This is an optimization exercise on Yosys and OpenROAD, whose aim is small area, not a production implementation. Only simulation tests tie the RTL to the original design; equivalence was not proved. Power is estimated from default activity; no workload was simulated.

Setup of main:
==> flow/design.v <==
module full_adder(a, b, c, s, cout);
        input a, b, c;
        output s, cout;
        assign s = a ^ b ^ c;
        assign cout = (a & b) | (b & c) | (c & a);
endmodule
module sixteen_arithmetic(A, B, op, cin, R, cout);
        input [7:0] A;
        input [7:0] B;
        input op, cin;
        output [7:0] R;
        output cout;
        wire [8:0] C;
        assign C[0] = cin;
        assign cout = C[8];
        genvar i;
        generate
                for (i = 0; i < 8; i = i + 1) begin : g_fa
                        full_adder F(A[i], B[i] ^ op, C[i], R[i], C[i+1]);
                end
        endgenerate
endmodule
module left_shift(A, s, R);
        input [15:0] A;
        input s;
        output [15:0] R;
        assign R = s ? {A[7:0], 8'b0} : A;
endmodule
module detector(clk, rot_a, rot_b, rot);
        input clk, rot_a, rot_b;
        output rot;
        reg rot;
        always @(posedge clk) begin
                if (rot_a & rot_b)
                        rot <= 1'b1;
                else if (~rot_a & ~rot_b)
                        rot <= 1'b0;
        end
endmodule
module rf_interface(bits, clk, rot, reset, line1, line2);
        input [3:0] bits;
        input clk, rot, reset;
        output [15:0] line1;
        output [15:0] line2;
        reg [15:0] line1;
        reg [15:0] line2;
        reg prev;
        reg stp1;
        reg c8;
        reg xp, dp, rg;
        reg [3:0] cnt;
        reg [2:0] cmd;
        reg [4:0] fa;
        reg [4:0] ga;
        reg [4:0] ha;
        reg [15:0] d;
        wire step = rot & ~prev;
        wire c0 = (cmd == 3'd0);
        wire c2 = (cmd == 3'd2);
        wire c3 = (cmd == 3'd3);
        wire c4 = (cmd == 3'd4);
        wire c56 = (cmd == 3'd5) | (cmd == 3'd6);
        wire c7 = (cmd == 3'd7);
        reg [3:0] ecnt;
        always @(*) begin
                case (cmd)
                        3'd0: ecnt = 4'd7;
                        3'd1: ecnt = 4'd3;
                        3'd2: ecnt = 4'd5;
                        3'd3: ecnt = 4'd9;
                        3'd4: ecnt = 4'd11;
                        3'd7: ecnt = 4'd6;
                        default: ecnt = 4'd7;
                endcase
        end
        wire idle = (cnt == 4'd0);
        wire [3:0] cnt1 = cnt + 4'd1;
        wire exec = xp;
        wire disp = dp;
        wire sw = (ga == ha);           
        wire aw = (fa == ha);           
        wire [4:0] raddr = rg ? ga : fa;
        wire rg_next = (c2 & (cnt1 == 4'd6)) | (c56 & (cnt1 >= 4'd6)) |
                       (c4 & (((cnt1 == 4'd11) & sw) | ((cnt1 == 4'd12) & ~sw)));
        wire [31:0] rsel = 32'd1 << raddr;
        wire [15:0] raw [0:31];
        wire [15:0] rraw;
        genvar k, j;
        generate
                for (j = 0; j < 16; j = j + 1) begin : g_rd
                        wire [10:0] n;
                        for (k = 0; k < 10; k = k + 1) begin : g_t
                                rd3 U(rsel[3*k], raw[3*k][j], rsel[3*k+1], raw[3*k+1][j],
                                      rsel[3*k+2], raw[3*k+2][j], n[k]);
                        end
                        rd2 V(rsel[30], raw[30][j], rsel[31], raw[31][j], n[10]);
                        assign rraw[j] = ~&n;
                end
        endgenerate
        wire [15:0] rdata = rraw;
        wire sub = ~cmd[0];
        wire [7:0] sum_lo;
        wire [7:0] sum_hi;
        wire cout_lo, cout_hi;
        sixteen_arithmetic S0(d[7:0], rdata[7:0], sub, sub, sum_lo, cout_lo);
        sixteen_arithmetic S1(d[15:8], rdata[15:8], sub, c8, sum_hi, cout_hi);
        wire [15:0] res;
        left_shift LEFT(d, c7 & ha[3], res);
        wire ld_r = (c56 | c7) ? (cnt == 4'd5) : exec;
        wire add_hi = c56 & (cnt == 4'd6);
        wire hold_d = c56 & exec;
        wire we = step & ~reset & ((exec & (c0 | c3 | c4)) | (disp & (c56 | c7)));
        wire [4:0] waddr = c0 ? fa : ((c3 | c7) ? ga : ha);
        wire [31:0] wsel = {32{we}} & (32'd1 << waddr);
        wire [15:0] wcol = res;
        genvar r, b;
        generate
                for (r = 0; r < 32; r = r + 1) begin : g_row
                        reg [15:0] q;
                        wire [15:0] nxt;
                        for (b = 0; b < 16; b = b + 1) begin : g_bit
                                rf_bit U(q[b], wsel[r], ~wsel[r], wcol[b], nxt[b]);
                        end
                        always @(posedge clk)
                                q <= nxt;
                        assign raw[r] = q;
                end
        endgenerate
        wire l1addr = ~(c2 | c4);
        wire [4:0] l1a = (c56 ? ha : (c7 ? ga : fa));
        wire l1r = c4 & sw & ~aw;
        wire l2r = c0 | c2 | (c4 & ~sw);
        always @(posedge clk) begin
                prev <= rot;
                stp1 <= step;
                if (reset) begin
                        cnt <= 4'd0;
                        xp <= 1'b0;
                        dp <= 1'b0;
                end else if (step) begin
                        if (idle) begin
                                cmd <= bits[2:0];
                                cnt <= 4'd1;
                        end else if (disp)
                                cnt <= 4'd0;
                        else
                                cnt <= cnt1;
                        xp <= ~idle & ~disp & (cnt1 == ecnt);
                        dp <= exec;
                end
                if (step)
                        rg <= rg_next;
                if (step) begin
                        if (cnt == 4'd1) fa[3:0] <= bits;
                        if (cnt == 4'd2) fa[4] <= bits[0];
                        if (cnt == 4'd3) ga[3:0] <= bits;
                        if (cnt == 4'd4) ga[4] <= bits[0];
                        if (cnt == 4'd5) ha[3:0] <= bits;
                        if (cnt == 4'd6) ha[4] <= bits[0];
                        if (ld_r)
                                d <= rdata;
                        else if (add_hi)
                                d[15:8] <= sum_hi;
                        else if (c7 & exec) begin
                                if (ha[1]) d <= {d[13:0], 2'b0};
                        end else if (~hold_d)
                                d <= {bits, d[15:4]};
                end else if (stp1 & c56 & (cnt == 4'd6)) begin
                        d[7:0] <= sum_lo;
                        c8 <= cout_lo;
                end else if (stp1 & c7 & (cnt == 4'd6)) begin
                        if (ha[0]) d <= {d[14:0], 1'b0};
                end else if (stp1 & c7 & disp) begin
                        if (ha[2]) d <= {d[11:0], 4'b0};
                end
                if (step & ~reset & disp) begin
                        line1 <= l1addr ? {11'b0, l1a} : (l1r ? rdata : d);
                        line2 <= l2r ? rdata : res;
                end
        end
endmodule
module rd3(a1, b1, a2, b2, a3, b3, y);
        input a1, b1, a2, b2, a3, b3;
        output y;
        assign y = ~((a1 & b1) | (a2 & b2) | (a3 & b3));
endmodule
module rd2(a1, b1, a2, b2, y);
        input a1, b1, a2, b2;
        output y;
        assign y = ~((a1 & b1) | (a2 & b2));
endmodule
module rf_bit(q, sel, nsel, c, y);
        input q, sel, nsel, c;
        output y;
        assign y = (q & nsel) | (c & sel);
endmodule
module rf_top(clk, reset, rot_a, rot_b, bits, line1, line2);
        input clk, reset, rot_a, rot_b;
        input [3:0] bits;
        output [15:0] line1;
        output [15:0] line2;
        wire rot;
        detector D0(clk, rot_a, rot_b, rot);
        rf_interface I0(bits, clk, rot, reset, line1, line2);
endmodule
clock: 7.5 ns
lec_check: 0
cap_margin: 20
core_margin: 2
core_utilization: 40
cts_cluster_diameter: 100
cts_cluster_size: 26
slew_margin: 20
synth_hierarchical: 1
standard.sh (not shown) runs the stock make flow with config.mk's settings and CLKGATE_MAP_FILE= SYNTH_SCRIPT=/design/flow/synth_recipe.tcl, a recipe that flattens the netlist after the stock synthesis.
==> flow/flow/run.sh <==
#!/bin/bash
# The standard layout (standard.sh), with one change: the ports are
# buffered with sky130_fd_sc_hd__buf_1 instead of the default port buffer.
# make's output goes to make.log here; ORFS keeps each step's own log under
# orfs/logs/.
set -euo pipefail
cd "$(dirname "$0")/.."
bash standard.sh "BUFFER_PORTS_ARGS=-buffer_cell sky130_fd_sc_hd__buf_1" finish > make.log 2>&1
main closes out successfully: all stages finished, all timing, DRC and antenna checks passed.
Here is what was changed in the inputs of the feature branch compared with main.
--- a/flow/design.v
+++ b/flow/design.v
@@ -5,17 +5,17 @@
         assign cout = (a & b) | (b & c) | (c & a);
 endmodule
 module sixteen_arithmetic(A, B, op, cin, R, cout);
-        input [7:0] A;
-        input [7:0] B;
+        input [3:0] A;
+        input [3:0] B;
         input op, cin;
-        output [7:0] R;
+        output [3:0] R;
         output cout;
-        wire [8:0] C;
+        wire [4:0] C;
         assign C[0] = cin;
-        assign cout = C[8];
+        assign cout = C[4];
         genvar i;
         generate
-                for (i = 0; i < 8; i = i + 1) begin : g_fa
+                for (i = 0; i < 4; i = i + 1) begin : g_fa
                         full_adder F(A[i], B[i] ^ op, C[i], R[i], C[i+1]);
                 end
         endgenerate
@@ -45,8 +45,9 @@
         reg [15:0] line1;
         reg [15:0] line2;
         reg prev;
+        reg par;
         reg stp1;
-        reg c8;
+        reg cy;
         reg xp, dp, rg;
         reg [3:0] cnt;
         reg [2:0] cmd;
@@ -97,22 +98,23 @@
                         assign rraw[j] = ~&n;
                 end
         endgenerate
-        wire [15:0] rdata = rraw;
+        wire [15:0] rdata = rraw ^ {16{par}};
         wire sub = ~cmd[0];
-        wire [7:0] sum_lo;
-        wire [7:0] sum_hi;
-        wire cout_lo, cout_hi;
-        sixteen_arithmetic S0(d[7:0], rdata[7:0], sub, sub, sum_lo, cout_lo);
-        sixteen_arithmetic S1(d[15:8], rdata[15:8], sub, c8, sum_hi, cout_hi);
+        wire nib_hi = cnt[0];           
+        wire [1:0] nk = {nib_hi, step};
+        wire [3:0] ynib = (nk == 2'd0) ? rdata[3:0] : (nk == 2'd1) ? rdata[7:4] :
+                          (nk == 2'd2) ? rdata[11:8] : rdata[15:12];
+        wire [3:0] sum4;
+        wire cout4;
+        sixteen_arithmetic S0(d[3:0], ynib, sub, (nk == 2'd0) ? sub : cy, sum4, cout4);
+        wire add_edge = c56 & ((cnt == 4'd6) | (cnt == 4'd7)) & (step | stp1);
         wire [15:0] res;
         left_shift LEFT(d, c7 & ha[3], res);
         wire ld_r = (c56 | c7) ? (cnt == 4'd5) : exec;
-        wire add_hi = c56 & (cnt == 4'd6);
-        wire hold_d = c56 & exec;
         wire we = step & ~reset & ((exec & (c0 | c3 | c4)) | (disp & (c56 | c7)));
         wire [4:0] waddr = c0 ? fa : ((c3 | c7) ? ga : ha);
         wire [31:0] wsel = {32{we}} & (32'd1 << waddr);
-        wire [15:0] wcol = res;
+        wire [15:0] wcol = res ^ {16{par}};
         genvar r, b;
         generate
                 for (r = 0; r < 32; r = r + 1) begin : g_row
@@ -132,6 +134,7 @@
         wire l2r = c0 | c2 | (c4 & ~sw);
         always @(posedge clk) begin
                 prev <= rot;
+                par <= ~par;
                 stp1 <= step;
                 if (reset) begin
                         cnt <= 4'd0;
@@ -150,6 +153,8 @@
                 end
                 if (step)
                         rg <= rg_next;
+                if (add_edge)
+                        cy <= cout4;
                 if (step) begin
                         if (cnt == 4'd1) fa[3:0] <= bits;
                         if (cnt == 4'd2) fa[4] <= bits[0];
@@ -159,15 +164,12 @@
                         if (cnt == 4'd6) ha[4] <= bits[0];
                         if (ld_r)
                                 d <= rdata;
-                        else if (add_hi)
-                                d[15:8] <= sum_hi;
                         else if (c7 & exec) begin
                                 if (ha[1]) d <= {d[13:0], 2'b0};
-                        end else if (~hold_d)
-                                d <= {bits, d[15:4]};
-                end else if (stp1 & c56 & (cnt == 4'd6)) begin
-                        d[7:0] <= sum_lo;
-                        c8 <= cout_lo;
+                        end else
+                                d <= {add_edge ? sum4 : bits, d[15:4]};
+                end else if (add_edge) begin
+                        d <= {sum4, d[15:4]};
                 end else if (stp1 & c7 & (cnt == 4'd6)) begin
                         if (ha[0]) d <= {d[14:0], 1'b0};
                 end else if (stp1 & c7 & disp) begin
@@ -192,7 +194,7 @@
 module rf_bit(q, sel, nsel, c, y);
         input q, sel, nsel, c;
         output y;
-        assign y = (q & nsel) | (c & sel);
+        assign y = ~((q | sel) & (nsel | c));
 endmodule
 module rf_top(clk, reset, rot_a, rot_b, bits, line1, line2);
         input clk, reset, rot_a, rot_b;
### Flow results
- The feature branch: PASS, flow complete, no timing, DRC or antenna violations
- NOTE via count of the first global-routing pass main->the feature branch decreased by a few percent
- In the feature branch the starting density of the core turned out 0.34 points lower than in main.
- Worst-case setup margin in the final layout up 0.64 ns in the feature branch wrt main
- Utilization ended up 0.17 points higher on the feature branch than on main.
- The global routing met3 resource utilization of main and that of the feature branch are within noise of each other.
- Overall power of the completed layout is lower on main
- For delay of the slowest cell on the worst path, main and the feature branch come out practically identical.
- The number of buffers inserted by port buffering on main is in line with that on the feature branch.
- Looking at the feature branch and main, the sequential cell count is a wash.
- Per the comparison of the feature branch with main, cell area after layout lost 4.9%; final HPWL from detailed placement decreased about 0.4%.
- The feature branch and main ended up with roughly the same initial antenna violation count.
- Cmp the feature branch vs main: cell leakage power lower in the feature branch

## static timing again, ports no longer ideal
Ports are ideal in the flow. The routed layouts listed here were re-timed in OpenROAD.
Step 1 (the two cells are an assumption about what drives the block):
set clk [get_ports {clk}]
set_driving_cell -lib_cell sky130_fd_sc_hd__clkbuf_16 $clk
set_driving_cell -lib_cell sky130_fd_sc_hd__buf_2 [delete_from_list [all_inputs] $clk]
Step 2, shift: input delay + t, output delay - t, t = (earliest + latest rising clock arrival at the registers) / 2. This alone moves slack from input paths to output paths.
Three values: ideal ports, drivers, drivers and shift; two values: the first two.
| run | shift t [ns] | setup WS [ns] | latest minus earliest clock arrival (ns) | worst slew at a driven data input, ns |
|---|---|---|---|---|
| main | 0.655 | 0.313 / 0.313 / 0.313 | 0.035 / 0.035 | 0.03 |
| the feature branch | 0.662 | 0.953 / 0.953 / 0.953 | 0.054 / 0.053 | 0.03 |
After both steps setup and hold are still met in every run listed.
